Background: an optimization exercise with open tools, aiming at small area, a short achievable clock period and few clock cycles per item. Do not read the settings as production practice. At most, simulation tests tie the RTL to the original design; equivalence was not proved. Power is estimated from default activity; no workload was simulated.

== ember ==
==> flow/design.v <==
module suma_fp(input clk, input rst, input start, input [31:0] A, B, output [31:0] Y, output done);
wire        sA = A[31], sB = B[31];
wire [7:0]  eA = A[30:23], eB = B[30:23];
wire [23:0] mA = {1'b1, A[22:0]}, mB = {1'b1, B[22:0]};
wire [8:0]  de    = {1'b0, eA} - {1'b0, eB};
wire        e_lt  = de[8];                    
wire [7:0]  d     = de[7:0] ^ {8{e_lt}};
wire [23:0] Xm    = e_lt ? mB : mA;           
wire [23:0] Zm    = e_lt ? {1'b0, mA[23:1]} : mB;    
wire [7:0]  ex    = e_lt ? eB : eA;
wire        xs    = e_lt ? sB : sA;
wire        zs    = e_lt ? sA : sB;
wire        big   = |d[7:5];
wire        far   = big | (d[4] & d[3]) | (e_lt & d[4] & d[2] & d[1] & d[0]);
wire [23:0] Zs    = big ? 24'd0 : (Zm >> d[4:0]);
wire        sub   = sA ^ sB;
wire        q     = sub & zs & far;
wire [23:0] opa = Xm;
wire [23:0] opb = Zs ^ {24{sub}};
wire [23:0] g0  = opa & opb;
wire [23:0] p0  = opa ^ opb;
wire [23:0] G [0:5];
wire [23:0] P [0:5];
assign G[0] = g0;
assign P[0] = p0;
genvar l, k;
generate
  for (l = 0; l < 5; l = l + 1) begin : lv
    for (k = 0; k < 24; k = k + 1) begin : bt
      if ((k >> l) & 1) begin : cmb
        localparam integer J = ((k >> l) << l) - 1;
        assign G[l+1][k] = G[l][k] | (P[l][k] & G[l][J]);
        assign P[l+1][k] = P[l][k] & P[l][J];
      end else begin : pas
        assign G[l+1][k] = G[l][k];
        assign P[l+1][k] = P[l][k];
      end
    end
  end
endgenerate
wire        cout = G[5][23];
wire        eac  = sub & ~q & cout;
wire [23:0] cy   = {G[5][22:0] | (P[5][22:0] & {23{eac}}), eac};
wire [23:0] S    = p0 ^ cy;
wire        inv  = sub & (q | ~cout);
wire        neg  = sub ? (q | (cout ? xs : zs)) : sA;
reg [24:0] r_q;       
reg        inv_q;     
reg [7:0]  e1_q;      
reg        neg_q;
reg        done_q;
always @(posedge clk) begin
  r_q    <= {~sub & cout, S};
  inv_q  <= inv;
  e1_q   <= ex + 8'd1;
  neg_q  <= neg;
  done_q <= start & ~rst;
end
wire [24:0] rm = {r_q[24], r_q[23:0] ^ {24{inv_q}}};
reg [4:0] lz;
integer i;
always @* begin
  lz = 5'd25;
  for (i = 0; i < 25; i = i + 1)
    if (rm[i]) lz = 5'd24 - i[4:0];
end
wire [24:0] nrm  = rm << lz;
wire        zero = ~|rm;
wire [7:0]  eo   = e1_q - {3'd0, lz};
assign Y    = {neg_q & ~zero, eo & {8{~zero}}, nrm[23:1]};
assign done = done_q;
endmodule
export LEC_CHECK = 0
export ABC_AREA = 1
export CAP_MARGIN = 20
export CORE_MARGIN = 2
export CORE_UTILIZATION = 65
export CTS_BUF_LIST = sky130_fd_sc_hd__clkbuf_4
export PLACE_DENSITY = 0.8
export SLEW_MARGIN = 20
create_clock -name core_clock -period 20.0 [get_ports {clk}]
standard.sh (not shown) runs the stock make flow with config.mk's settings and CLKGATE_MAP_FILE= SYNTH_SCRIPT=/design/flow/synth_recipe.tcl, a recipe that flattens the netlist after the stock synthesis.
==> flow/flow/run.sh <==
#!/bin/bash
set -e
export BUFFER_PORTS_ARGS="-buffer_cell sky130_fd_sc_hd__buf_1"
export SETUP_SLACK_MARGIN=10.5
bash standard.sh > standard.log 2>&1
Testbench counts of ember, summed over its fixed seeds: cycles 3,200, items 3,200.
Relative to ember, the following input files were edited for sierra:
--- a/flow/design.v
+++ b/flow/design.v
@@ -16,16 +16,19 @@
 wire        sub   = sA ^ sB;
 wire        q     = sub & zs & far;
-wire [23:0] opa = Xm;
+wire        e_eq = ~|de;
+wire        m_gt = A[22:0] > B[22:0];
+wire        xgt  = ~e_eq | m_gt;              
+wire        eac  = sub & ~q & xgt;
+wire        inv  = sub & (q | ~xgt);
 wire [23:0] opb = Zs ^ {24{sub}};
-wire [23:0] g0  = opa & opb;
-wire [23:0] p0  = opa ^ opb;
-wire [23:0] G [0:5];
-wire [23:0] P [0:5];
-assign G[0] = g0;
-assign P[0] = p0;
+wire [24:0] G [0:5];
+wire [24:0] P [0:5];
+wire [23:0] p0 = Xm ^ opb;
+assign G[0] = {Xm & opb, eac};
+assign P[0] = {p0, 1'b0};
 genvar l, k;
 generate
   for (l = 0; l < 5; l = l + 1) begin : lv
-    for (k = 0; k < 24; k = k + 1) begin : bt
+    for (k = 0; k < 25; k = k + 1) begin : bt
       if ((k >> l) & 1) begin : cmb
         localparam integer J = ((k >> l) << l) - 1;
@@ -39,10 +42,7 @@
   end
 endgenerate
-wire        cout = G[5][23];
-wire        eac  = sub & ~q & cout;
-wire [23:0] cy   = {G[5][22:0] | (P[5][22:0] & {23{eac}}), eac};
-wire [23:0] S    = p0 ^ cy;
-wire        inv  = sub & (q | ~cout);
-wire        neg  = sub ? (q | (cout ? xs : zs)) : sA;
+wire        cout = G[5][24];
+wire [23:0] S    = p0 ^ G[5][23:0];
+wire        neg  = sub ? (q | (xgt ? xs : zs)) : sA;
 reg [24:0] r_q;       
 reg        inv_q;     
==> run summary <==
- sierra | stages: all done | timing, DRC, antenna: all pass
- From ember to sierra the numbers moved as follows: instance count of the mapped netlist went up by 67; proportion of final cell area spent on non-clock buffers went up by 0.24 points.
- Run comparison: sierra critical path capture point r_q[16]$_DFF_P_; ember critical path capture point r_q[14]$_DFF_P_
- Sort sierra and ember by final critical-path share of the clock period, ascending, and sierra comes first.
- Relative to ember, the final cell area reported for sierra is higher.
- Looking at sierra and ember, the clock transition at the register clock pins on the worst setup and hold paths after CTS is a wash.
Only the layout flow was run in sierra; the RTL was not checked for function there.


// suma_fp: RTL as listed in full above, without the edits since
==> flow/config.mk <==
export PLATFORM = sky130hd
export DESIGN_NAME = suma_fp
export DESIGN_NICKNAME = suma_fp
export VERILOG_FILES = /design/flow/design.v
export SDC_FILE = /design/flow/constraint.sdc
export NUM_CORES = 4
export LEC_CHECK = 0
export ABC_AREA = 1
export CAP_MARGIN = 20
export CORE_MARGIN = 2
export CORE_UTILIZATION = 65
export CTS_BUF_LIST = sky130_fd_sc_hd__clkbuf_4
export PLACE_DENSITY = 0.8
export SLEW_MARGIN = 20
==> flow/constraint.sdc <==
create_clock -name core_clock -period 20.0 [get_ports {clk}]
set_input_delay 4.0000 -clock core_clock [delete_from_list [all_inputs] [get_ports {clk}]]
set_output_delay 4.0000 -clock core_clock [all_outputs]
set_load 0.01 [all_outputs]
==> flow/flow/run.sh <==
#!/bin/bash
set -e
export BUFFER_PORTS_ARGS="-buffer_cell sky130_fd_sc_hd__buf_1"
export SETUP_SLACK_MARGIN=10
bash standard.sh > standard.log 2>&1
Testbench counts at the start, summed over its fixed seeds: cycles 3,200, items 3,200.
Edit:
--- a/flow/design.v
+++ b/flow/design.v
@@ -1,28 +1,33 @@
 module suma_fp(input clk, input rst, input start, input [31:0] A, B, output [31:0] Y, output done);
 wire        sA = A[31], sB = B[31];
 wire [7:0]  eA = A[30:23], eB = B[30:23];
 wire [23:0] mA = {1'b1, A[22:0]}, mB = {1'b1, B[22:0]};
-wire [8:0]  de    = {1'b0, eA} - {1'b0, eB};
-wire        e_lt  = de[8];                    
-wire [7:0]  d     = de[7:0] ^ {8{e_lt}};
+wire        sub = sA ^ sB;
+wire [7:0]  lt0 = ~eA & eB;
+wire [7:0]  eq0 = ~(eA ^ eB);
+wire [3:0]  lt1 = {lt0[7] | (eq0[7] & lt0[6]), lt0[5] | (eq0[5] & lt0[4]),
+                                      lt0[3] | (eq0[3] & lt0[2]), lt0[1] | (eq0[1] & lt0[0])};
+wire [3:0]  eq1 = {eq0[7] & eq0[6], eq0[5] & eq0[4], eq0[3] & eq0[2], eq0[1] & eq0[0]};
+wire [1:0]  lt2 = {lt1[3] | (eq1[3] & lt1[2]), lt1[1] | (eq1[1] & lt1[0])};
+wire        eq2 = eq1[3] & eq1[2];
+wire        e_lt = lt2[1] | (eq2 & lt2[0]);   
+wire [7:0]  de    = eA - eB;
+wire [7:0]  d     = de ^ {8{e_lt}};
 wire [23:0] Xm    = e_lt ? mB : mA;           
 wire [23:0] Zm    = e_lt ? {1'b0, mA[23:1]} : mB;    
 wire [7:0]  ex    = e_lt ? eB : eA;
 wire        xs    = e_lt ? sB : sA;
 wire        zs    = e_lt ? sA : sB;
 wire        big   = |d[7:5];
 wire        far   = big | (d[4] & d[3]) | (e_lt & d[4] & d[2] & d[1] & d[0]);
 wire [23:0] Zs    = big ? 24'd0 : (Zm >> d[4:0]);
-wire        sub   = sA ^ sB;
 wire        q     = sub & zs & far;
-wire [23:0] opa = Xm;
-wire [23:0] opb = Zs ^ {24{sub}};
-wire [23:0] g0  = opa & opb;
-wire [23:0] p0  = opa ^ opb;
+wire [23:0] opa = Xm ^ {24{sub}};
+wire [23:0] p0  = opa ^ Zs;
 wire [23:0] G [0:5];
 wire [23:0] P [0:5];
-assign G[0] = g0;
+assign G[0] = opa & Zs;
 assign P[0] = p0;
 genvar l, k;
 generate
   for (l = 0; l < 5; l = l + 1) begin : lv
@@ -38,13 +43,13 @@
     end
   end
 endgenerate
 wire        cout = G[5][23];
-wire        eac  = sub & ~q & cout;
+wire        eac  = sub & (q | cout);
 wire [23:0] cy   = {G[5][22:0] | (P[5][22:0] & {23{eac}}), eac};
 wire [23:0] S    = p0 ^ cy;
-wire        inv  = sub & (q | ~cout);
-wire        neg  = sub ? (q | (cout ? xs : zs)) : sA;
+wire        inv  = sub & ~q & ~cout;
+wire        neg  = sub ? (q | (cout ? zs : xs)) : sA;
 reg [24:0] r_q;       
 reg        inv_q;     
 reg [7:0]  e1_q;      
 reg        neg_q;
After rerunning:
- core utilization goes down by 0.36 points
- global-route usage fell by 2.6 points
- hold slack loses 12 ps
- non-clock buffer count increases by 7
- worst setup slack is worse by 130 ps
- wire length fell by 3.3%
- final area went up by 4.3%
- via count climbs by 0.86%
- power falls by 13%
- count of clock-buffer cells in the layout is unchanged
The RTL of the second run of this note was laid out without a check of its function.

-- what the ideal ports hide --
The results above use ideal ports. As a check the final layouts listed here were re-extracted and re-timed, cells and wires unchanged.
Step 1: set_driving_cell puts a clkbuf_16 on clk and a buf_2 on each other input, an assumption about the parent block.
Step 2 times the ports against the registers' clock, not the clock port: input delays grow and output delays shrink by t, the midpoint of the rising clock arrivals with the driver on.
Three values: ideal ports, drivers, drivers and shift; two values: the first two.
run	shift t [ns]	slack for setup (ns)	worst hold slack (ns)
ember	0.358	10.752 / 10.757 / 10.399	3.813 / 3.825 / 4.183
sierra	0.361	10.798 / 10.806 / 10.445	3.802 / 3.798 / 4.160
the first run of note 2	0.349	10.551 / 10.557 / 10.208	3.813 / 3.814 / 4.164
the second run of note 2	0.349	10.424 / 10.425 / 10.076	3.802 / 3.801 / 4.150
After both steps every run listed still meets setup and hold.
